This is an optimization exercise on Yosys and OpenROAD, whose aim is small area, not a production implementation. RTL that was checked went through simulation tests only; none was proved equivalent to the original. The RTL of run 2 was laid out without a check of its function.

## flow/design.v (module list and top-level ports; edited modules follow where they fit)
// module FA: 4 lines
// module HA: 4 lines
// module AO22: 3 lines
// module CPA: 359 lines
// module MulRawFN: 2299 lines
module MulRawFN(
  input         clock,
  input         reset,
  input         io_a_isNaN,
  input         io_a_isInf,
  input         io_a_isZero,
  input  [8:0]  io_a_exp,
  input  [22:0] io_a_sig,
  input         io_b_isNaN,
  input         io_b_isInf,
  input         io_b_isZero,
  input  [8:0]  io_b_exp,
  input  [22:0] io_b_sig,
  output        io_invalidExc,
  output        io_rawOut_isNaN,
  output        io_rawOut_isInf,
  output        io_rawOut_isZero,
  output [8:0]  io_rawOut_exp,
  output [22:0] io_rawOut_sig
);
  // ...
==> flow/flow/run.sh <==
#!/bin/bash
# Standard synthesis first (the standard.sh synth, unchanged). The layout steps
# then run with buf_2 port buffers, the larger buf_N cells kept out of buffering and
# sizing (the platform appends its own don't-use list), and power recovery
# (downsizing of gates with positive slack) after global routing.
set -euo pipefail
bash standard.sh synth > standard_synth.log 2>&1
export BUFFER_PORTS_ARGS="-buffer_cell sky130_fd_sc_hd__buf_2"
export RECOVER_POWER=100
export DONT_USE_CELLS="sky130_fd_sc_hd__buf_4 sky130_fd_sc_hd__buf_6 sky130_fd_sc_hd__buf_8 sky130_fd_sc_hd__buf_12 sky130_fd_sc_hd__buf_16"
bash standard.sh > standard.log 2>&1
==> flow/standard.sh <==
#!/bin/bash
# synth_recipe.tcl (not shown) runs the flow's synth.tcl, then flattens the netlist and writes it again
# the make line also repeats each setting of config.mk as NAME=value (left out here)
make -C /OpenROAD-flow-scripts/flow DESIGN_CONFIG=/design/flow/config.mk WORK_HOME=/design/flow/orfs CLKGATE_MAP_FILE= SYNTH_SCRIPT=/design/flow/synth_recipe.tcl "${@:-finish}"
==> flow/config.mk <==
export PLATFORM = sky130hd
export DESIGN_NAME = MulRawFN
export DESIGN_NICKNAME = MulRawFN
export VERILOG_FILES = /design/flow/design.v
export SDC_FILE = /design/flow/constraint.sdc
export NUM_CORES = 4
export LEC_CHECK = 0
export CAP_MARGIN = 20
export CORE_MARGIN = 2
export CORE_UTILIZATION = 40
export SLEW_MARGIN = 20
export SYNTH_HIERARCHICAL = 1
export SYNTH_MINIMUM_KEEP_SIZE = 0
==> flow/constraint.sdc <==
create_clock -name core_clock -period 8.5 [get_ports {clock}]
set_input_delay 1.7000 -clock core_clock [delete_from_list [all_inputs] [get_ports {clock}]]
set_output_delay 1.7000 -clock core_clock [all_outputs]
set_load 0.01 [all_outputs]
==> flow_summary.rst, run 1 <==
.. list-table::
   :header-rows: 1

   * - Metric
     - Value
   * - Synthesized area
     - 15,100 um^2
   * - N_taps
     - 511
   * - Number of inverters outside the clock class in the layout
     - 75
   * - Cell area after layout
     - 17,000 um^2
   * - Cell taking the most area after synthesis
     - sky130_fd_sc_hd__fa_1
   * - Start point of the worst min-delay path
     - io_b_isNaN
   * - Post-Synth XOR/XNOR Area
     - 0.169
   * - Seq Cell Count
     - 40
   * - Max Cap Viol
     - 0
   * - Post-Synth Adder-Cell Area
     - 0.450
   * - Post-synthesis register bit count
     - 40
   * - Synth Area in Compound Gates
     - 0.230
   * - Via count of the first global-routing pass
     - 13,200
   * - Util after Layout
     - 0.454
   * - Per-cell routed wire length
     - 23.3 um
   * - Delay-heaviest family, CP
     - adder cells
   * - Non-filler cells in the finished layout
     - 2,139
   * - Prevailing post-synth register cell
     - sky130_fd_sc_hd__dfxtp_1
   * - Avg Synthesized Cell Area
     - 10.3 um^2
   * - Hpwl dp
     - 39.4 mm
   * - Library cell contributing the largest single delay on the critical path
     - sky130_fd_sc_hd__fa_1
   * - Placed Cells
     - 2,129
   * - Hold Crit Depth
     - 2
   * - Chip Width
     - 198 um
   * - Routed length on met1
     - 20.8 mm
   * - Vias after detailed routing
     - 12,900
   * - Combinational family with the most area after synthesis
     - adder cells
   * - Number of hold buffers added after CTS
     - 0
   * - CTS HTree Levels
     - 2
   * - Result of the run
     - timing/DRC/antenna clean
   * - I/O pin total
     - 108
   * - NonClk Buf Share
     - 0.0790
   * - Number of multi-input combinational cells in the layout
     - 1,291
   * - Via-to-Cell Ratio
     - 6.01
   * - Met3 demand-to-capacity share in global routing
     - 0.0446
   * - Sequential cell area
     - 801 um^2
   * - Critical setup path kind
     - primary input to flip-flop
   * - Combined area of the multi-input logic cells
     - 13,800 um^2
   * - Worst slack at placement
     - -24.2 ps
   * - Largest buffer count on any clock path
     - 2
   * - Initial Util
     - 0.403
   * - Commonest cells after routing, fill and taps aside
     - sky130_fd_sc_hd__a22o_1, sky130_fd_sc_hd__xor2_1, sky130_fd_sc_hd__fa_1
   * - Path length in cells of the critical path
     - 26
==> inputs of run 2 (changes only) <==
--- a/flow/design.v
+++ b/flow/design.v
@@ -4,375 +4,16 @@
 endmodule
 module HA(input a, input b, output s, output co);
   assign s = a ^ b;
   assign co = a & b;
 endmodule
 module AO22(input a1, input b1, input a2, input b2, output y);
   assign y = (a1 & b1) | (a2 & b2);
 endmodule
-module CPA(input [47:0] gen, input [47:0] prp, output [25:0] PH);
-  wire [47:0] P;
-  wire G1168;
-  wire G1169;
-  wire P1170;
-  wire G1171;
-  wire P1172;
-  wire G1173;
-  wire P1174;
-  wire G1175;
-  wire P1176;
-  wire G1177;
-  wire P1178;
-  wire G1179;
-  wire P1180;
-  wire G1181;
-  wire P1182;
-  wire G1183;
-  wire P1184;
-  wire G1185;
-  wire P1186;
-  wire G1187;
-  wire P1188;
-  wire G1189;
-  wire G1190;
-  wire G1191;
-  wire P1192;
-  wire G1193;
-  wire P1194;
-  wire G1195;
-  wire P1196;
-  wire G1197;
-  wire P1198;
-  wire G1199;
-  wire P1200;
-  wire G1201;
-  wire P1202;
-  wire G1203;
-  wire P1204;
-  wire G1205;
-  wire P1206;
-  wire G1207;
-  wire G1208;
-  wire G1209;
-  wire G1210;
-  wire G1211;
-  wire P1212;
-  wire G1213;
-  wire P1214;
-  wire G1215;
-  wire P1216;
-  wire G1217;
-  wire P1218;
-  wire G1219;
-  wire P1220;
-  wire G1221;
-  wire P1222;
-  wire G1223;
-  wire G1224;
-  wire G1225;
-  wire G1226;
-  wire G1227;
-  wire G1228;
-  wire G1229;
-  wire G1230;
-  wire G1231;
-  wire G1232;
-  wire G1233;
-  wire G1234;
-  wire G1235;
-  wire G1236;
-  wire G1237;
-  wire G1238;
-  wire P1239;
-  wire G1240;
-  wire P1241;
-  wire G1242;
-  wire P1243;
-  wire G1244;
-  wire P1245;
-  wire G1246;
-  wire P1247;
-  wire G1248;
-  wire P1249;
-  wire G1250;
-  wire P1251;
-  wire G1252;
-  wire P1253;
-  wire G1254;
-  wire P1255;
-  wire G1256;
-  wire P1257;
-  wire G1258;
-  wire P1259;
-  wire G1260;
-  wire P1261;
-  wire G1262;
-  wire G1263;
-  wire G1264;
-  wire P1265;
-  wire G1266;
-  wire P1267;
-  wire G1268;
-  wire P1269;
-  wire G1270;
-  wire P1271;
-  wire G1272;
-  wire P1273;
-  wire G1274;
-  wire P1275;
-  wire G1276;
-  wire P1277;
-  wire G1278;
-  wire P1279;
-  wire G1280;
-  wire P1281;
-  wire G1282;
-  wire P1283;
-  wire G1284;
-  wire P1285;
-  wire G1286;
-  wire G1287;
-  wire G1288;
-  wire G1289;
-  wire G1290;
-  wire P1291;
-  wire G1292;
-  wire P1293;
-  wire G1294;
-  wire P1295;
-  wire G1296;
-  wire P1297;
-  wire G1298;
-  wire P1299;
-  wire G1300;
-  wire P1301;
-  wire G1302;
-  wire P1303;
-  wire G1304;
-  wire P1305;
-  wire G1306;
-  wire G1307;
-  wire G1308;
-  wire G1309;
-  wire G1310;
-  wire G1311;
-  wire G1312;
-  wire G1313;
-  wire G1314;
-  wire P1315;
-  wire G1316;
-  wire P1317;
-  wire G1318;
-  wire P1319;
-  wire G1320;
-  wire G1321;
-  wire G1322;
-  wire G1323;
-  wire G1324;
-  wire G1325;
-  wire G1326;
-  wire G1327;
-  wire G1328;
-  wire G1329;
-  wire G1330;
-  wire [47:0] C;
-  assign G1168 = gen[1] | (prp[1] & gen[0]);
-  assign G1169 = gen[3] | (prp[3] & gen[2]);
-  assign P1170 = prp[3] & prp[2];
-  assign G1171 = gen[5] | (prp[5] & gen[4]);
-  assign P1172 = prp[5] & prp[4];
-  assign G1173 = gen[7] | (prp[7] & gen[6]);
-  assign P1174 = prp[7] & prp[6];
-  assign G1175 = gen[9] | (prp[9] & gen[8]);
-  assign P1176 = prp[9] & prp[8];
-  assign G1177 = gen[11] | (prp[11] & gen[10]);
-  assign P1178 = prp[11] & prp[10];
-  assign G1179 = gen[13] | (prp[13] & gen[12]);
-  assign P1180 = prp[13] & prp[12];
-  assign G1181 = gen[15] | (prp[15] & gen[14]);
-  assign P1182 = prp[15] & prp[14];
-  assign G1183 = gen[17] | (prp[17] & gen[16]);
-  assign P1184 = prp[17] & prp[16];
-  assign G1185 = gen[19] | (prp[19] & gen[18]);
-  assign P1186 = prp[19] & prp[18];
-  assign G1187 = gen[21] | (prp[21] & gen[20]);
-  assign P1188 = prp[21] & prp[20];
-  assign G1189 = gen[2] | (prp[2] & G1168);
-  assign G1190 = G1169 | (P1170 & G1168);
-  assign G1191 = gen[6] | (prp[6] & G1171);
-  assign P1192 = prp[6] & P1172;
-  assign G1193 = G1173 | (P1174 & G1171);
-  assign P1194 = P1174 & P1172;
-  assign G1195 = gen[10] | (prp[10] & G1175);
-  assign P1196 = prp[10] & P1176;
-  assign G1197 = G1177 | (P1178 & G1175);
-  assign P1198 = P1178 & P1176;
-  assign G1199 = gen[14] | (prp[14] & G1179);
-  assign P1200 = prp[14] & P1180;
-  assign G1201 = G1181 | (P1182 & G1179);
-  assign P1202 = P1182 & P1180;
-  assign G1203 = gen[18] | (prp[18] & G1183);
-  assign P1204 = prp[18] & P1184;
-  assign G1205 = G1185 | (P1186 & G1183);
-  assign P1206 = P1186 & P1184;
-  assign G1207 = gen[4] | (prp[4] & G1190);
-  assign G1208 = G1171 | (P1172 & G1190);
-  assign G1209 = G1191 | (P1192 & G1190);
-  assign G1210 = G1193 | (P1194 & G1190);
-  assign G1211 = gen[12] | (prp[12] & G1197);
-  assign P1212 = prp[12] & P1198;
-  assign G1213 = G1179 | (P1180 & G1197);
-  assign P1214 = P1180 & P1198;
-  assign G1215 = G1199 | (P1200 & G1197);
-  assign P1216 = P1200 & P1198;
-  assign G1217 = G1201 | (P1202 & G1197);
-  assign P1218 = P1202 & P1198;
-  assign G1219 = gen[20] | (prp[20] & G1205);
-  assign P1220 = prp[20] & P1206;
-  assign G1221 = G1187 | (P1188 & G1205);
-  assign P1222 = P1188 & P1206;
-  assign G1223 = gen[8] | (prp[8] & G1210);
-  assign G1224 = G1175 | (P1176 & G1210);
-  assign G1225 = G1195 | (P1196 & G1210);
-  assign G1226 = G1197 | (P1198 & G1210);
-  assign G1227 = G1211 | (P1212 & G1210);
-  assign G1228 = G1213 | (P1214 & G1210);
-  assign G1229 = G1215 | (P1216 & G1210);
-  assign G1230 = G1217 | (P1218 & G1210);
-  assign G1231 = gen[16] | (prp[16] & G1230);
-  assign G1232 = G1183 | (P1184 & G1230);
-  assign G1233 = G1203 | (P1204 & G1230);
-  assign G1234 = G1205 | (P1206 & G1230);
-  assign G1235 = G1219 | (P1220 & G1230);
-  assign G1236 = G1221 | (P1222 & G1230);
-  assign P[21:0] = 22'b0;
-  assign G1237 = gen[22] | (prp[22] & G1236);
-  assign G1238 = gen[24] | (prp[24] & gen[23]);
-  assign P1239 = prp[24] & prp[23];
-  assign G1240 = gen[26] | (prp[26] & gen[25]);
-  assign P1241 = prp[26] & prp[25];
-  assign G1242 = gen[28] | (prp[28] & gen[27]);
-  assign P1243 = prp[28] & prp[27];
-  assign G1244 = gen[30] | (prp[30] & gen[29]);
-  assign P1245 = prp[30] & prp[29];
-  assign G1246 = gen[32] | (prp[32] & gen[31]);
-  assign P1247 = prp[32] & prp[31];
-  assign G1248 = gen[34] | (prp[34] & gen[33]);
-  assign P1249 = prp[34] & prp[33];
-  assign G1250 = gen[36] | (prp[36] & gen[35]);
-  assign P1251 = prp[36] & prp[35];
-  assign G1252 = gen[38] | (prp[38] & gen[37]);
-  assign P1253 = prp[38] & prp[37];
-  assign G1254 = gen[40] | (prp[40] & gen[39]);
-  assign P1255 = prp[40] & prp[39];
-  assign G1256 = gen[42] | (prp[42] & gen[41]);
-  assign P1257 = prp[42] & prp[41];
-  assign G1258 = gen[44] | (prp[44] & gen[43]);
-  assign P1259 = prp[44] & prp[43];
-  assign G1260 = gen[46] | (prp[46] & gen[45]);
-  assign P1261 = prp[46] & prp[45];
-  assign G1262 = gen[23] | (prp[23] & G1237);
-  assign G1263 = G1238 | (P1239 & G1237);
-  assign G1264 = gen[27] | (prp[27] & G1240);
-  assign P1265 = prp[27] & P1241;
-  assign G1266 = G1242 | (P1243 & G1240);
-  assign P1267 = P1243 & P1241;
-  assign G1268 = gen[31] | (prp[31] & G1244);
-  assign P1269 = prp[31] & P1245;
-  assign G1270 = G1246 | (P1247 & G1244);
-  assign P1271 = P1247 & P1245;
-  assign G1272 = gen[35] | (prp[35] & G1248);
-  assign P1273 = prp[35] & P1249;
-  assign G1274 = G1250 | (P1251 & G1248);
-  assign P1275 = P1251 & P1249;
-  assign G1276 = gen[39] | (prp[39] & G1252);
-  assign P1277 = prp[39] & P1253;
-  assign G1278 = G1254 | (P1255 & G1252);
-  assign P1279 = P1255 & P1253;
-  assign G1280 = gen[43] | (prp[43] & G1256);
-  assign P1281 = prp[43] & P1257;
-  assign G1282 = G1258 | (P1259 & G1256);
-  assign P1283 = P1259 & P1257;
-  assign G1284 = gen[47] | (prp[47] & G1260);
-  assign P1285 = prp[47] & P1261;
-  assign G1286 = gen[25] | (prp[25] & G1263);
-  assign G1287 = G1240 | (P1241 & G1263);
-  assign G1288 = G1264 | (P1265 & G1263);
-  assign G1289 = G1266 | (P1267 & G1263);
-  assign G1290 = gen[33] | (prp[33] & G1270);
-  assign P1291 = prp[33] & P1271;
-  assign G1292 = G1248 | (P1249 & G1270);
-  assign P1293 = P1249 & P1271;
-  assign G1294 = G1272 | (P1273 & G1270);
-  assign P1295 = P1273 & P1271;
-  assign G1296 = G1274 | (P1275 & G1270);
-  assign P1297 = P1275 & P1271;
-  assign G1298 = gen[41] | (prp[41] & G1278);
-  assign P1299 = prp[41] & P1279;
-  assign G1300 = G1256 | (P1257 & G1278);
-  assign P1301 = P1257 & P1279;
-  assign G1302 = G1280 | (P1281 & G1278);
-  assign P1303 = P1281 & P1279;
-  assign G1304 = G1282 | (P1283 & G1278);
-  assign P1305 = P1283 & P1279;
-  assign G1306 = gen[29] | (prp[29] & G1289);
-  assign G1307 = G1244 | (P1245 & G1289);
-  assign G1308 = G1268 | (P1269 & G1289);
-  assign G1309 = G1270 | (P1271 & G1289);
-  assign G1310 = G1290 | (P1291 & G1289);
-  assign G1311 = G1292 | (P1293 & G1289);
-  assign G1312 = G1294 | (P1295 & G1289);
-  assign G1313 = G1296 | (P1297 & G1289);
-  assign G1314 = gen[45] | (prp[45] & G1304);
-  assign P1315 = prp[45] & P1305;
-  assign G1316 = G1260 | (P1261 & G1304);
-  assign P1317 = P1261 & P1305;
-  assign G1318 = G1284 | (P1285 & G1304);
-  assign P1319 = P1285 & P1305;
-  assign G1320 = gen[37] | (prp[37] & G1313);
-  assign G1321 = G1252 | (P1253 & G1313);
-  assign G1322 = G1276 | (P1277 & G1313);
-  assign G1323 = G1278 | (P1279 & G1313);
-  assign G1324 = G1298 | (P1299 & G1313);
-  assign G1325 = G1300 | (P1301 & G1313);
-  assign G1326 = G1302 | (P1303 & G1313);
-  assign G1327 = G1304 | (P1305 & G1313);
-  assign G1328 = G1314 | (P1315 & G1313);
-  assign G1329 = G1316 | (P1317 & G1313);
-  assign G1330 = G1318 | (P1319 & G1313);
-  assign C[22] = G1236;
-  assign C[23] = G1237;
-  assign C[24] = G1262;
-  assign C[25] = G1263;
-  assign C[26] = G1286;
-  assign C[27] = G1287;
-  assign C[28] = G1288;
-  assign C[29] = G1289;
-  assign C[30] = G1306;
-  assign C[31] = G1307;
-  assign C[32] = G1308;
-  assign C[33] = G1309;
-  assign C[34] = G1310;
-  assign C[35] = G1311;
-  assign C[36] = G1312;
-  assign C[37] = G1313;
-  assign C[38] = G1320;
-  assign C[39] = G1321;
-  assign C[40] = G1322;
-  assign C[41] = G1323;
-  assign C[42] = G1324;
-  assign C[43] = G1325;
-  assign C[44] = G1326;
-  assign C[45] = G1327;
-  assign C[46] = G1328;
-  assign C[47] = G1329;
-  assign P[47:22] = prp[47:22] ^ C[47:22];
-  assign PH = P[47:22];
-endmodule
 module MulRawFN(
   input         clock,
   input         reset,
   input         io_a_isNaN,
   input         io_a_isInf,
   input         io_a_isZero,
   input  [8:0]  io_a_exp,
   input  [22:0] io_a_sig,
@@ -1567,17 +1208,181 @@
   wire c1163;
   wire s1164;
   wire c1165;
   wire s1166;
   wire c1167;
   wire [47:0] R0, R1;
   wire [47:0] gen, prp;
   wire [47:0] P;
+  wire G1168;
+  wire G1169;
+  wire P1170;
+  wire G1171;
+  wire P1172;
+  wire G1173;
+  wire P1174;
+  wire G1175;
+  wire P1176;
+  wire G1177;
+  wire P1178;
+  wire G1179;
+  wire P1180;
+  wire G1181;
+  wire P1182;
+  wire G1183;
+  wire P1184;
+  wire G1185;
+  wire P1186;
+  wire G1187;
+  wire P1188;
+  wire G1189;
+  wire G1190;
+  wire G1191;
+  wire P1192;
+  wire G1193;
+  wire P1194;
+  wire G1195;
+  wire P1196;
+  wire G1197;
+  wire P1198;
+  wire G1199;
+  wire P1200;
+  wire G1201;
+  wire P1202;
+  wire G1203;
+  wire P1204;
+  wire G1205;
+  wire P1206;
+  wire G1207;
+  wire G1208;
+  wire G1209;
+  wire G1210;
+  wire G1211;
+  wire P1212;
+  wire G1213;
+  wire P1214;
+  wire G1215;
+  wire P1216;
+  wire G1217;
+  wire P1218;
+  wire G1219;
+  wire P1220;
+  wire G1221;
+  wire P1222;
+  wire G1223;
+  wire G1224;
+  wire G1225;
+  wire G1226;
+  wire G1227;
+  wire G1228;
+  wire G1229;
+  wire G1230;
+  wire G1231;
+  wire G1232;
+  wire G1233;
+  wire G1234;
+  wire G1235;
+  wire G1236;
   wire [21:0] orA;
+  wire G1237;
+  wire G1238;
+  wire P1239;
+  wire G1240;
+  wire P1241;
+  wire G1242;
+  wire P1243;
+  wire G1244;
+  wire P1245;
+  wire G1246;
+  wire P1247;
+  wire G1248;
+  wire P1249;
+  wire G1250;
+  wire P1251;
+  wire G1252;
+  wire P1253;
+  wire G1254;
+  wire P1255;
+  wire G1256;
+  wire P1257;
+  wire G1258;
+  wire P1259;
+  wire G1260;
+  wire P1261;
+  wire G1262;
+  wire G1263;
+  wire G1264;
+  wire P1265;
+  wire G1266;
+  wire P1267;
+  wire G1268;
+  wire P1269;
+  wire G1270;
+  wire P1271;
+  wire G1272;
+  wire P1273;
+  wire G1274;
+  wire P1275;
+  wire G1276;
+  wire P1277;
+  wire G1278;
+  wire P1279;
+  wire G1280;
+  wire P1281;
+  wire G1282;
+  wire P1283;
+  wire G1284;
+  wire P1285;
+  wire G1286;
+  wire G1287;
+  wire G1288;
+  wire G1289;
+  wire G1290;
+  wire P1291;
+  wire G1292;
+  wire P1293;
+  wire G1294;
+  wire P1295;
+  wire G1296;
+  wire P1297;
+  wire G1298;
+  wire P1299;
+  wire G1300;
+  wire P1301;
+  wire G1302;
+  wire P1303;
+  wire G1304;
+  wire P1305;
+  wire G1306;
+  wire G1307;
+  wire G1308;
+  wire G1309;
+  wire G1310;
+  wire G1311;
+  wire G1312;
+  wire G1313;
+  wire G1314;
+  wire P1315;
+  wire G1316;
+  wire P1317;
+  wire G1318;
+  wire P1319;
+  wire G1320;
+  wire G1321;
+  wire G1322;
+  wire G1323;
+  wire G1324;
+  wire G1325;
+  wire G1326;
+  wire G1327;
+  wire G1328;
+  wire G1329;
+  wire G1330;
+  wire [47:0] C;
   assign neg0 = B[1];
   assign one0 = B[0] ^ 1'b0;
   assign two0 = (B[1] & ~B[0] & ~1'b0) | (~B[1] & B[0] & 1'b0);
   assign pp1 = (one0 & A[0]) ^ neg0;
   AO22 u_ao0_1 (.a1(one0), .b1(A[1]), .a2(two0), .b2(A[0]), .y(m3));
   assign pp2 = m3 ^ neg0;
   AO22 u_ao0_2 (.a1(one0), .b1(A[2]), .a2(two0), .b2(A[1]), .y(m5));
   assign pp4 = m5 ^ neg0;
@@ -2488,90 +2293,232 @@
   FA u_fa252 (.a(c1153), .b(s1158), .ci(c1155), .s(s1160), .co(c1161));
   assign s1162 = ~(A[22] ^ pp575);
   assign c1163 = A[22] | pp575;
   HA u_ha32 (.a(s1162), .b(c1159), .s(s1164), .co(c1165));
   assign s1166 = ~(c1163 ^ c1165);
   assign c1167 = c1163 | c1165;
   assign R0 = {s1166, c1161, c1157, c1151, c1145, c1137, c1129, c1119, c1109, c1097, c1085, c1071, c1057, c1041, c1025, c1007, c989, c969, c949, s946, c905, c883, c861, c839, c817, c795, c775, c755, s752, c719, c703, c687, c673, c659, s656, c635, c625, s622, s612, c599, s596, s590, s584, s580, c577, pp49, pp2, pp1};
   assign R1 = {1'b0, s1164, s1160, s1156, s1150, s1144, s1136, s1128, s1118, s1108, s1096, s1084, s1070, s1056, s1040, s1024, s1006, s988, s968, s948, s926, s904, s882, s860, s838, s816, s794, s774, s754, s736, s718, s702, s686, s672, s658, s646, s634, s624, s614, s606, s598, s592, s586, s582, s578, s576, 1'b0, neg0};
-  HA u_gp0 (.a(R0[0]), .b(R1[0]), .s(prp[0]), .co(gen[0]));
-  assign gen[1] = 1'b0;
-  assign prp[1] = pp2;
-  HA u_gp2 (.a(R0[2]), .b(R1[2]), .s(prp[2]), .co(gen[2]));
-  HA u_gp3 (.a(R0[3]), .b(R1[3]), .s(prp[3]), .co(gen[3]));
-  HA u_gp4 (.a(R0[4]), .b(R1[4]), .s(prp[4]), .co(gen[4]));
-  HA u_gp5 (.a(R0[5]), .b(R1[5]), .s(prp[5]), .co(gen[5]));
-  HA u_gp6 (.a(R0[6]), .b(R1[6]), .s(prp[6]), .co(gen[6]));
-  HA u_gp7 (.a(R0[7]), .b(R1[7]), .s(prp[7]), .co(gen[7]));
-  HA u_gp8 (.a(R0[8]), .b(R1[8]), .s(prp[8]), .co(gen[8]));
-  HA u_gp9 (.a(R0[9]), .b(R1[9]), .s(prp[9]), .co(gen[9]));
-  HA u_gp10 (.a(R0[10]), .b(R1[10]), .s(prp[10]), .co(gen[10]));
-  HA u_gp11 (.a(R0[11]), .b(R1[11]), .s(prp[11]), .co(gen[11]));
-  HA u_gp12 (.a(R0[12]), .b(R1[12]), .s(prp[12]), .co(gen[12]));
-  HA u_gp13 (.a(R0[13]), .b(R1[13]), .s(prp[13]), .co(gen[13]));
-  HA u_gp14 (.a(R0[14]), .b(R1[14]), .s(prp[14]), .co(gen[14]));
-  HA u_gp15 (.a(R0[15]), .b(R1[15]), .s(prp[15]), .co(gen[15]));
-  HA u_gp16 (.a(R0[16]), .b(R1[16]), .s(prp[16]), .co(gen[16]));
-  HA u_gp17 (.a(R0[17]), .b(R1[17]), .s(prp[17]), .co(gen[17]));
-  HA u_gp18 (.a(R0[18]), .b(R1[18]), .s(prp[18]), .co(gen[18]));
-  HA u_gp19 (.a(R0[19]), .b(R1[19]), .s(prp[19]), .co(gen[19]));
-  HA u_gp20 (.a(R0[20]), .b(R1[20]), .s(prp[20]), .co(gen[20]));
-  HA u_gp21 (.a(R0[21]), .b(R1[21]), .s(prp[21]), .co(gen[21]));
-  HA u_gp22 (.a(R0[22]), .b(R1[22]), .s(prp[22]), .co(gen[22]));
-  HA u_gp23 (.a(R0[23]), .b(R1[23]), .s(prp[23]), .co(gen[23]));
-  HA u_gp24 (.a(R0[24]), .b(R1[24]), .s(prp[24]), .co(gen[24]));
-  HA u_gp25 (.a(R0[25]), .b(R1[25]), .s(prp[25]), .co(gen[25]));
-  HA u_gp26 (.a(R0[26]), .b(R1[26]), .s(prp[26]), .co(gen[26]));
-  HA u_gp27 (.a(R0[27]), .b(R1[27]), .s(prp[27]), .co(gen[27]));
-  HA u_gp28 (.a(R0[28]), .b(R1[28]), .s(prp[28]), .co(gen[28]));
-  HA u_gp29 (.a(R0[29]), .b(R1[29]), .s(prp[29]), .co(gen[29]));
-  HA u_gp30 (.a(R0[30]), .b(R1[30]), .s(prp[30]), .co(gen[30]));
-  HA u_gp31 (.a(R0[31]), .b(R1[31]), .s(prp[31]), .co(gen[31]));
-  HA u_gp32 (.a(R0[32]), .b(R1[32]), .s(prp[32]), .co(gen[32]));
-  HA u_gp33 (.a(R0[33]), .b(R1[33]), .s(prp[33]), .co(gen[33]));
-  HA u_gp34 (.a(R0[34]), .b(R1[34]), .s(prp[34]), .co(gen[34]));
-  HA u_gp35 (.a(R0[35]), .b(R1[35]), .s(prp[35]), .co(gen[35]));
-  HA u_gp36 (.a(R0[36]), .b(R1[36]), .s(prp[36]), .co(gen[36]));
-  HA u_gp37 (.a(R0[37]), .b(R1[37]), .s(prp[37]), .co(gen[37]));
-  HA u_gp38 (.a(R0[38]), .b(R1[38]), .s(prp[38]), .co(gen[38]));
-  HA u_gp39 (.a(R0[39]), .b(R1[39]), .s(prp[39]), .co(gen[39]));
-  HA u_gp40 (.a(R0[40]), .b(R1[40]), .s(prp[40]), .co(gen[40]));
-  HA u_gp41 (.a(R0[41]), .b(R1[41]), .s(prp[41]), .co(gen[41]));
-  HA u_gp42 (.a(R0[42]), .b(R1[42]), .s(prp[42]), .co(gen[42]));
-  HA u_gp43 (.a(R0[43]), .b(R1[43]), .s(prp[43]), .co(gen[43]));
-  HA u_gp44 (.a(R0[44]), .b(R1[44]), .s(prp[44]), .co(gen[44]));
-  HA u_gp45 (.a(R0[45]), .b(R1[45]), .s(prp[45]), .co(gen[45]));
-  HA u_gp46 (.a(R0[46]), .b(R1[46]), .s(prp[46]), .co(gen[46]));
-  assign gen[47] = 1'b0;
-  assign prp[47] = s1166;
-  CPA u_cpa (.gen(gen), .prp(prp), .PH(P[47:22]));
-  assign orA[0] = |A[0:0];
-  assign orA[1] = |A[1:0];
-  assign orA[2] = |A[2:0];
-  assign orA[3] = |A[3:0];
-  assign orA[4] = |A[4:0];
-  assign orA[5] = |A[5:0];
-  assign orA[6] = |A[6:0];
-  assign orA[7] = |A[7:0];
-  assign orA[8] = |A[8:0];
-  assign orA[9] = |A[9:0];
-  assign orA[10] = |A[10:0];
-  assign orA[11] = |A[11:0];
-  assign orA[12] = |A[12:0];
-  assign orA[13] = |A[13:0];
-  assign orA[14] = |A[14:0];
-  assign orA[15] = |A[15:0];
-  assign orA[16] = |A[16:0];
-  assign orA[17] = |A[17:0];
-  assign orA[18] = |A[18:0];
-  assign orA[19] = |A[19:0];
-  assign orA[20] = |A[20:0];
-  assign orA[21] = |A[21:0];
+  assign gen = R0 & R1;
+  assign prp = R0 ^ R1;
+  assign G1168 = gen[1] | (prp[1] & gen[0]);
+  assign G1169 = gen[3] | (prp[3] & gen[2]);
+  assign P1170 = prp[3] & prp[2];
+  assign G1171 = gen[5] | (prp[5] & gen[4]);
+  assign P1172 = prp[5] & prp[4];
+  assign G1173 = gen[7] | (prp[7] & gen[6]);
+  assign P1174 = prp[7] & prp[6];
+  assign G1175 = gen[9] | (prp[9] & gen[8]);
+  assign P1176 = prp[9] & prp[8];
+  assign G1177 = gen[11] | (prp[11] & gen[10]);
+  assign P1178 = prp[11] & prp[10];
+  assign G1179 = gen[13] | (prp[13] & gen[12]);
+  assign P1180 = prp[13] & prp[12];
+  assign G1181 = gen[15] | (prp[15] & gen[14]);
+  assign P1182 = prp[15] & prp[14];
+  assign G1183 = gen[17] | (prp[17] & gen[16]);
+  assign P1184 = prp[17] & prp[16];
+  assign G1185 = gen[19] | (prp[19] & gen[18]);
+  assign P1186 = prp[19] & prp[18];
+  assign G1187 = gen[21] | (prp[21] & gen[20]);
+  assign P1188 = prp[21] & prp[20];
+  assign G1189 = gen[2] | (prp[2] & G1168);
+  assign G1190 = G1169 | (P1170 & G1168);
+  assign G1191 = gen[6] | (prp[6] & G1171);
+  assign P1192 = prp[6] & P1172;
+  assign G1193 = G1173 | (P1174 & G1171);
+  assign P1194 = P1174 & P1172;
+  assign G1195 = gen[10] | (prp[10] & G1175);
+  assign P1196 = prp[10] & P1176;
+  assign G1197 = G1177 | (P1178 & G1175);
+  assign P1198 = P1178 & P1176;
+  assign G1199 = gen[14] | (prp[14] & G1179);
+  assign P1200 = prp[14] & P1180;
+  assign G1201 = G1181 | (P1182 & G1179);
+  assign P1202 = P1182 & P1180;
+  assign G1203 = gen[18] | (prp[18] & G1183);
+  assign P1204 = prp[18] & P1184;
+  assign G1205 = G1185 | (P1186 & G1183);
+  assign P1206 = P1186 & P1184;
+  assign G1207 = gen[4] | (prp[4] & G1190);
+  assign G1208 = G1171 | (P1172 & G1190);
+  assign G1209 = G1191 | (P1192 & G1190);
+  assign G1210 = G1193 | (P1194 & G1190);
+  assign G1211 = gen[12] | (prp[12] & G1197);
+  assign P1212 = prp[12] & P1198;
+  assign G1213 = G1179 | (P1180 & G1197);
+  assign P1214 = P1180 & P1198;
+  assign G1215 = G1199 | (P1200 & G1197);
+  assign P1216 = P1200 & P1198;
+  assign G1217 = G1201 | (P1202 & G1197);
+  assign P1218 = P1202 & P1198;
+  assign G1219 = gen[20] | (prp[20] & G1205);
+  assign P1220 = prp[20] & P1206;
+  assign G1221 = G1187 | (P1188 & G1205);
+  assign P1222 = P1188 & P1206;
+  assign G1223 = gen[8] | (prp[8] & G1210);
+  assign G1224 = G1175 | (P1176 & G1210);
+  assign G1225 = G1195 | (P1196 & G1210);
+  assign G1226 = G1197 | (P1198 & G1210);
+  assign G1227 = G1211 | (P1212 & G1210);
+  assign G1228 = G1213 | (P1214 & G1210);
+  assign G1229 = G1215 | (P1216 & G1210);
+  assign G1230 = G1217 | (P1218 & G1210);
+  assign G1231 = gen[16] | (prp[16] & G1230);
+  assign G1232 = G1183 | (P1184 & G1230);
+  assign G1233 = G1203 | (P1204 & G1230);
+  assign G1234 = G1205 | (P1206 & G1230);
+  assign G1235 = G1219 | (P1220 & G1230);
+  assign G1236 = G1221 | (P1222 & G1230);
+  assign orA[0] = A[0];
+  assign orA[1] = orA[0] | A[1];
+  assign orA[2] = orA[1] | A[2];
+  assign orA[3] = orA[2] | A[3];
+  assign orA[4] = orA[3] | A[4];
+  assign orA[5] = orA[4] | A[5];
+  assign orA[6] = orA[5] | A[6];
+  assign orA[7] = orA[6] | A[7];
+  assign orA[8] = orA[7] | A[8];
+  assign orA[9] = orA[8] | A[9];
+  assign orA[10] = orA[9] | A[10];
+  assign orA[11] = orA[10] | A[11];
+  assign orA[12] = orA[11] | A[12];
+  assign orA[13] = orA[12] | A[13];
+  assign orA[14] = orA[13] | A[14];
+  assign orA[15] = orA[14] | A[15];
+  assign orA[16] = orA[15] | A[16];
+  assign orA[17] = orA[16] | A[17];
+  assign orA[18] = orA[17] | A[18];
+  assign orA[19] = orA[18] | A[19];
+  assign orA[20] = orA[19] | A[20];
+  assign orA[21] = orA[20] | A[21];
   wire stickyLo = (B[0] & orA[21]) | (B[1] & orA[20]) | (B[2] & orA[19]) | (B[3] & orA[18]) | (B[4] & orA[17]) | (B[5] & orA[16]) | (B[6] & orA[15]) | (B[7] & orA[14]) | (B[8] & orA[13]) | (B[9] & orA[12]) | (B[10] & orA[11]) | (B[11] & orA[10]) | (B[12] & orA[9]) | (B[13] & orA[8]) | (B[14] & orA[7]) | (B[15] & orA[6]) | (B[16] & orA[5]) | (B[17] & orA[4]) | (B[18] & orA[3]) | (B[19] & orA[2]) | (B[20] & orA[1]) | (B[21] & orA[0]);
+  assign P[21:0] = 22'b0;
+  assign G1237 = gen[22] | (prp[22] & G1236);
+  assign G1238 = gen[24] | (prp[24] & gen[23]);
+  assign P1239 = prp[24] & prp[23];
+  assign G1240 = gen[26] | (prp[26] & gen[25]);
+  assign P1241 = prp[26] & prp[25];
+  assign G1242 = gen[28] | (prp[28] & gen[27]);
+  assign P1243 = prp[28] & prp[27];
+  assign G1244 = gen[30] | (prp[30] & gen[29]);
+  assign P1245 = prp[30] & prp[29];
+  assign G1246 = gen[32] | (prp[32] & gen[31]);
+  assign P1247 = prp[32] & prp[31];
+  assign G1248 = gen[34] | (prp[34] & gen[33]);
+  assign P1249 = prp[34] & prp[33];
+  assign G1250 = gen[36] | (prp[36] & gen[35]);
+  assign P1251 = prp[36] & prp[35];
+  assign G1252 = gen[38] | (prp[38] & gen[37]);
+  assign P1253 = prp[38] & prp[37];
+  assign G1254 = gen[40] | (prp[40] & gen[39]);
+  assign P1255 = prp[40] & prp[39];
+  assign G1256 = gen[42] | (prp[42] & gen[41]);
+  assign P1257 = prp[42] & prp[41];
+  assign G1258 = gen[44] | (prp[44] & gen[43]);
+  assign P1259 = prp[44] & prp[43];
+  assign G1260 = gen[46] | (prp[46] & gen[45]);
+  assign P1261 = prp[46] & prp[45];
+  assign G1262 = gen[23] | (prp[23] & G1237);
+  assign G1263 = G1238 | (P1239 & G1237);
+  assign G1264 = gen[27] | (prp[27] & G1240);
+  assign P1265 = prp[27] & P1241;
+  assign G1266 = G1242 | (P1243 & G1240);
+  assign P1267 = P1243 & P1241;
+  assign G1268 = gen[31] | (prp[31] & G1244);
+  assign P1269 = prp[31] & P1245;
+  assign G1270 = G1246 | (P1247 & G1244);
+  assign P1271 = P1247 & P1245;
+  assign G1272 = gen[35] | (prp[35] & G1248);
+  assign P1273 = prp[35] & P1249;
+  assign G1274 = G1250 | (P1251 & G1248);
+  assign P1275 = P1251 & P1249;
+  assign G1276 = gen[39] | (prp[39] & G1252);
+  assign P1277 = prp[39] & P1253;
+  assign G1278 = G1254 | (P1255 & G1252);
+  assign P1279 = P1255 & P1253;
+  assign G1280 = gen[43] | (prp[43] & G1256);
+  assign P1281 = prp[43] & P1257;
+  assign G1282 = G1258 | (P1259 & G1256);
+  assign P1283 = P1259 & P1257;
+  assign G1284 = gen[47] | (prp[47] & G1260);
+  assign P1285 = prp[47] & P1261;
+  assign G1286 = gen[25] | (prp[25] & G1263);
+  assign G1287 = G1240 | (P1241 & G1263);
+  assign G1288 = G1264 | (P1265 & G1263);
+  assign G1289 = G1266 | (P1267 & G1263);
+  assign G1290 = gen[33] | (prp[33] & G1270);
+  assign P1291 = prp[33] & P1271;
+  assign G1292 = G1248 | (P1249 & G1270);
+  assign P1293 = P1249 & P1271;
+  assign G1294 = G1272 | (P1273 & G1270);
+  assign P1295 = P1273 & P1271;
+  assign G1296 = G1274 | (P1275 & G1270);
+  assign P1297 = P1275 & P1271;
+  assign G1298 = gen[41] | (prp[41] & G1278);
+  assign P1299 = prp[41] & P1279;
+  assign G1300 = G1256 | (P1257 & G1278);
+  assign P1301 = P1257 & P1279;
+  assign G1302 = G1280 | (P1281 & G1278);
+  assign P1303 = P1281 & P1279;
+  assign G1304 = G1282 | (P1283 & G1278);
+  assign P1305 = P1283 & P1279;
+  assign G1306 = gen[29] | (prp[29] & G1289);
+  assign G1307 = G1244 | (P1245 & G1289);
+  assign G1308 = G1268 | (P1269 & G1289);
+  assign G1309 = G1270 | (P1271 & G1289);
+  assign G1310 = G1290 | (P1291 & G1289);
+  assign G1311 = G1292 | (P1293 & G1289);
+  assign G1312 = G1294 | (P1295 & G1289);
+  assign G1313 = G1296 | (P1297 & G1289);
+  assign G1314 = gen[45] | (prp[45] & G1304);
+  assign P1315 = prp[45] & P1305;
+  assign G1316 = G1260 | (P1261 & G1304);
+  assign P1317 = P1261 & P1305;
+  assign G1318 = G1284 | (P1285 & G1304);
+  assign P1319 = P1285 & P1305;
+  assign G1320 = gen[37] | (prp[37] & G1313);
+  assign G1321 = G1252 | (P1253 & G1313);
+  assign G1322 = G1276 | (P1277 & G1313);
+  assign G1323 = G1278 | (P1279 & G1313);
+  assign G1324 = G1298 | (P1299 & G1313);
+  assign G1325 = G1300 | (P1301 & G1313);
+  assign G1326 = G1302 | (P1303 & G1313);
+  assign G1327 = G1304 | (P1305 & G1313);
+  assign G1328 = G1314 | (P1315 & G1313);
+  assign G1329 = G1316 | (P1317 & G1313);
+  assign G1330 = G1318 | (P1319 & G1313);
+  assign C[22] = G1236;
+  assign C[23] = G1237;
+  assign C[24] = G1262;
+  assign C[25] = G1263;
+  assign C[26] = G1286;
+  assign C[27] = G1287;
+  assign C[28] = G1288;
+  assign C[29] = G1289;
+  assign C[30] = G1306;
+  assign C[31] = G1307;
+  assign C[32] = G1308;
+  assign C[33] = G1309;
+  assign C[34] = G1310;
+  assign C[35] = G1311;
+  assign C[36] = G1312;
+  assign C[37] = G1313;
+  assign C[38] = G1320;
+  assign C[39] = G1321;
+  assign C[40] = G1322;
+  assign C[41] = G1323;
+  assign C[42] = G1324;
+  assign C[43] = G1325;
+  assign C[44] = G1326;
+  assign C[45] = G1327;
+  assign C[46] = G1328;
+  assign C[47] = G1329;
+  assign P[47:22] = prp[47:22] ^ C[47:22];
   wire sNaN_a = io_a_isNaN & ~io_a_isInf & ~io_a_isZero & (io_a_exp == 9'h1ff) & ~io_a_sig[22] & (io_a_sig[21:0] != 22'h0);
   wire sNaN_b = io_b_isNaN & ~io_b_isInf & ~io_b_isZero & (io_b_exp == 9'h1ff) & ~io_b_sig[22] & (io_b_sig[21:0] != 22'h0);
   wire isZero = io_a_isZero | io_b_isZero;
   reg        invalidExc_reg, isNaN_reg, isInf_reg, isZero_reg;
   reg [8:0]  exp_reg;
   reg [25:0] prodHi_reg;
   reg        stickyLo_reg;
   always @(posedge clock) begin
==> flow/run.sh (new file) <==
#!/bin/bash
# synth_recipe.tcl (not shown) runs the flow's synth.tcl, then flattens the netlist and writes it again
# the make line also repeats each setting of config.mk as NAME=value (left out here)
make -C /OpenROAD-flow-scripts/flow DESIGN_CONFIG=/design/flow/config.mk WORK_HOME=/design/flow/orfs CLKGATE_MAP_FILE= SYNTH_SCRIPT=/design/flow/synth_recipe.tcl finish
removed: flow/flow/run.sh
removed: flow/standard.sh
==> flow_summary.rst, run 2 <==
.. list-table::
   :header-rows: 1

   * - Metric
     - Value
   * - Vias after detailed routing
     - 13,200 (was 12,900)
   * - Final-report max-slew violation count
     - 0 (unchanged)
   * - CTS root buf
     - sky130_fd_sc_hd__clkbuf_16 (unchanged)
   * - Synth cell types
     - 51 (was 71)
   * - Max stage delay on crit path
     - 490 ps (was 570 ps)
   * - Fill cell count
     - 3,388 (was 3,716)
   * - Fraction of final layout cells with drive strength greater than 1
     - 0.174 (was 0.124)
   * - Post-synthesis async set-or-reset flop share
     - 0 (unchanged)
   * - Slew margin rel.
     - 0.430 (was 0.183)
   * - Placed instance area
     - 18,200 um^2 (was 16,900 um^2)
   * - Number of enable-type register cells in the synthesized netlist
     - 0 (unchanged)
   * - Launching element of the worst setup path
     - io_b_sig[8] (unchanged)
   * - Final setup violation count
     - 0 (unchanged)
   * - WP data arrival
     - 8430 ps (was 8300 ps)
   * - Global-route wire length before repair
     - 81.7 mm (was 76.9 mm)
   * - CTS HTree Levels
     - 2 (unchanged)
   * - Area growth from synthesis to layout
     - 25.0% (was 12.5%)
   * - Number of buffers created by CTS
     - 5 (unchanged)
   * - Total of warnings raised by yosys
     - 7 (unchanged)
   * - Result of the run
     - timing/DRC/antenna clean (unchanged)
   * - Number of hold buffers added after CTS
     - 0 (unchanged)
   * - Sequential area share after synthesis
     - 0.0536 (was 0.0529)
   * - Initial Util
     - 0.407 (was 0.403)
   * - Util after Layout
     - 0.509 (was 0.454)
   * - Class of the tightest hold or removal check
     - primary input to flip-flop (unchanged)
   * - I/O pin total
     - 108 (unchanged)
   * - Fmax
     - 121 MHz (was 123 MHz)
   * - Net count after synthesis
     - 1,917 (was 1,925)
   * - Count of standard-cell rows
     - 70 (was 71)
   * - Nature of the critical path startpoint
     - primary input (unchanged)
   * - Share of the synthesized area in the top cell type
     - 0.346 (was 0.335)
   * - Maximum number of pins on one net before global-route repair
     - 26 (was 32)
   * - Critical path's most frequent cell
     - sky130_fd_sc_hd__fa_1 (unchanged)
   * - Library cell contributing the largest single delay on the critical path
     - sky130_fd_sc_hd__clkdlybuf4s50_1 (was sky130_fd_sc_hd__fa_1)
   * - Post-detailed-route count of antenna-violating nets
     - 0 (unchanged)
   * - Via-to-Cell Ratio
     - 5.98 (was 6.01)
   * - Actual transition at the worst max-transition pin
     - 847 ps (was 1230 ps)
   * - Cell types with the largest area share after synthesis
     - sky130_fd_sc_hd__fa_1, sky130_fd_sc_hd__a22o_1, sky130_fd_sc_hd__xor2_1 (unchanged)
   * - Hpwl dp
     - 42.4 mm (was 39.4 mm)
   * - Cell types with the highest counts after synthesis
     - sky130_fd_sc_hd__a22o_1, sky130_fd_sc_hd__xor2_1, sky130_fd_sc_hd__fa_1 (unchanged)
   * - Final wirelength
     - 53.1 mm (was 49.8 mm)
   * - Maximum fanout count along the critical path
     - 7 (was 14)
   * - Max Cap Viol
     - 0 (unchanged)
   * - Die outline area
     - 38,900 um^2 (was 39,400 um^2)
   * - Avg Synthesized Cell Area
     - 10.3 um^2 (about the same)
   * - Delay-heaviest family, CP
     - adder cells (unchanged)
   * - Core region area
     - 36,700 um^2 (was 37,500 um^2)
   * - Cell taking the most area after synthesis
     - sky130_fd_sc_hd__fa_1 (unchanged)
   * - Start point of the worst min-delay path
     - io_a_isNaN (was io_b_isNaN)
   * - Final worst path period need
     - 8260 ps (was 8110 ps)
   * - Critical setup path kind
     - primary input to flip-flop (unchanged)
   * - Total Routing Usage GR
     - 0.275 (was 0.257)
   * - Per-cell routed wire length
     - 24.0 um (was 23.3 um)
   * - Chip Width
     - 197 um (was 198 um)
   * - Clock slew at reported path FFs
     - 60 ps (about the same)
   * - Required time of the critical path
     - 8680 ps (about the same)
   * - Die height
     - 197 um (was 198 um)
   * - Initial antenna violation count
     - 2 (was 3)
   * - Weighted congestion reported at the end of routability-driven placement
     - 0.947 (was 0.908)
   * - Most common cell in the synthesized netlist
     - sky130_fd_sc_hd__a22o_1 (unchanged)
   * - Most frequent standard cell in the layout excluding fill and tap cells
     - sky130_fd_sc_hd__a22o_1 (unchanged)
   * - Largest register FFs
     - 26 (unchanged)
   * - Synthesized area
     - 14,900 um^2 (was 15,100 um^2)
   * - Final nets
     - 2,203 (was 2,088)
   * - Commonest cells after routing, fill and taps aside
     - sky130_fd_sc_hd__a22o_1, sky130_fd_sc_hd__xor2_1, sky130_fd_sc_hd__fa_1 (unchanged)
   * - Initial DRT Pass Iterations
     - 5 (unchanged)
   * - Buffers & Inverters on Critical Path
     - 4 (was 3)
   * - TritonCTS clock tree
     - done (unchanged)
   * - Synthesized instance count
     - 1,456 (was 1,462)
   * - Prevailing post-synth register cell
     - sky130_fd_sc_hd__dfxtp_1 (unchanged)
   * - Largest buffer count on any clock path
     - 2 (unchanged)
   * - Final cycle utilization of the critical path
     - 0.972 (was 0.954)
   * - Cell area after layout
     - 18,700 um^2 (was 17,000 um^2)
   * - Number of clock sinks
     - 40 (unchanged)
   * - Via count of the first global-routing pass
     - 13,900 (was 13,200)
   * - Remaining global-route overflow
     - 0 (unchanged)
   * - First-iteration detailed-routing DRC count
     - 1,136 (was 1,201)
   * - Total count of hold-check failures in the final report
     - 0 (unchanged)
   * - Post-synthesis register bit count
     - 40 (unchanged)
   * - # port buffers
     - 106 (unchanged)
   * - Detailed-route DRC error count
     - 0 (unchanged)
   * - Crit end category
     - flip-flop (unchanged)
==> run 2: changes by cell type after synthesis, sizes merged, moves of 7 or more <==
cell,change
a21o,-7
ha,-7
o21ai,+8
nor3,+9
nand2,+7
buf,-10
clkbuf,+9
==> run 2: logic make-up (layout without fill, tap and decap cells) <==
family,Yosys count,count (layout),synth area share
AOI/OAI and AO/OA,421,421,0.225
adders and majority gates,389,389,0.455
xor gates and xnor gates,294,294,0.172
and+or+nand+nor,179,179,0.0599
buffers and inverters,132,419,0.0332
DFF,40,40,0.0536
muxes,1,1,0.000670
other,0,1,0
==> run 2: per-module statistics from Yosys, one instance, submodules excluded <==
module | flip-flops and latches | area, um^2 | copies in the design
MulRawFN | 40 | 6630 | 1
FA | 0 | 20.0 | 252
HA | 0 | 12.5 | 59
AO22 | 0 | 8.76 | 288
==> run 2: layer usage <==
layer  wire, um  GRT usage  part of all wire  up-vias
met2      24700      0.442              0.47      609
met5         10          0           0.00019        -
met1      22200      0.381              0.42     6710
met3       4570     0.0502             0.086      108
li1           -          -                 -     5807
met4       1660     0.0774             0.031        2
==> run 2: per-stage QoR <==
| step | hold slack (ps) | worst slack (ps) | setup TNS [ps] | cells |
|---|---|---|---|---|
| final | 2020 | 241 | 0 | 2212 |
| after CTS | 2010 | 7.39 | 0 | 2208 |
| after floorplan | 1800 | 5.77 | 0 | 1456 |
| after global placement | 2310 | -829 | -7630 | 2197 |
| after global routing | 2020 | -38.7 | -38.7 | 2212 |
| after detailed placement | 2300 | -778 | -6980 | 2197 |
==> run 2: path summary, 6_finish.rpt <==
kind | endpoint | slack, ps | cells after the start
min | isNaN_reg | 2020 | 2
max | prodHi_reg[16] | 240 | 28
==> run 2: repair_timing <==
action	CTS	global route
resized for setup	7	46
setup buffers	3	3
pin swaps	4	19
endpoints found under the setup margin	14	10
==> run 2: final cells by class <==
type                    count  area [um^2]  area share
diodes                      1         2.50    0.000134
clock buffers               5          125     0.00670
clock inverters             3         42.5     0.00228
inverters                  77          289      0.0155
multi-input cells        1284        14000       0.749
flip-flops and latches     40          801      0.0429
well taps                 468          586      0.0314
repair buffers            334         2850       0.153

re-timing with driven ports:
No port has a modelled driver above. Below, the same layouts with a new extraction and two added sets of constraints.
Step 1 (the two cells are an assumption about what drives the block):
set clk [get_ports {clock}]
set_driving_cell -lib_cell sky130_fd_sc_hd__clkbuf_16 $clk
set_driving_cell -lib_cell sky130_fd_sc_hd__buf_2 [delete_from_list [all_inputs] $clk]
Step 2 times the ports against the registers' clock, not the clock port: input delays grow and output delays shrink by t, the midpoint of the rising clock arrivals with the driver on.
Slacks: ideal / step 1 / step 2; pairs: ideal / step 1.
| run | t (ns) | setup slack, ns | hold slack, ns | worst slew at a driven data input, ns | pins driven straight from the clock port |
|---|---|---|---|---|---|
| run 1 | 0.323 | 0.387 / 0.368 / 0.046 | 1.606 / 1.593 / 1.916 | 0.11 | 1 |
| run 2 | 0.318 | 0.241 / 0.243 / -0.075 | 2.021 / 2.015 / 2.333 | 0.14 | 1 |
Met with ideal ports but missed after step 2: setup timing in run 2. For run 1, which loses most, drivers alone change the setup slack by -0.019 ns; drivers and shift together by -0.341 ns.
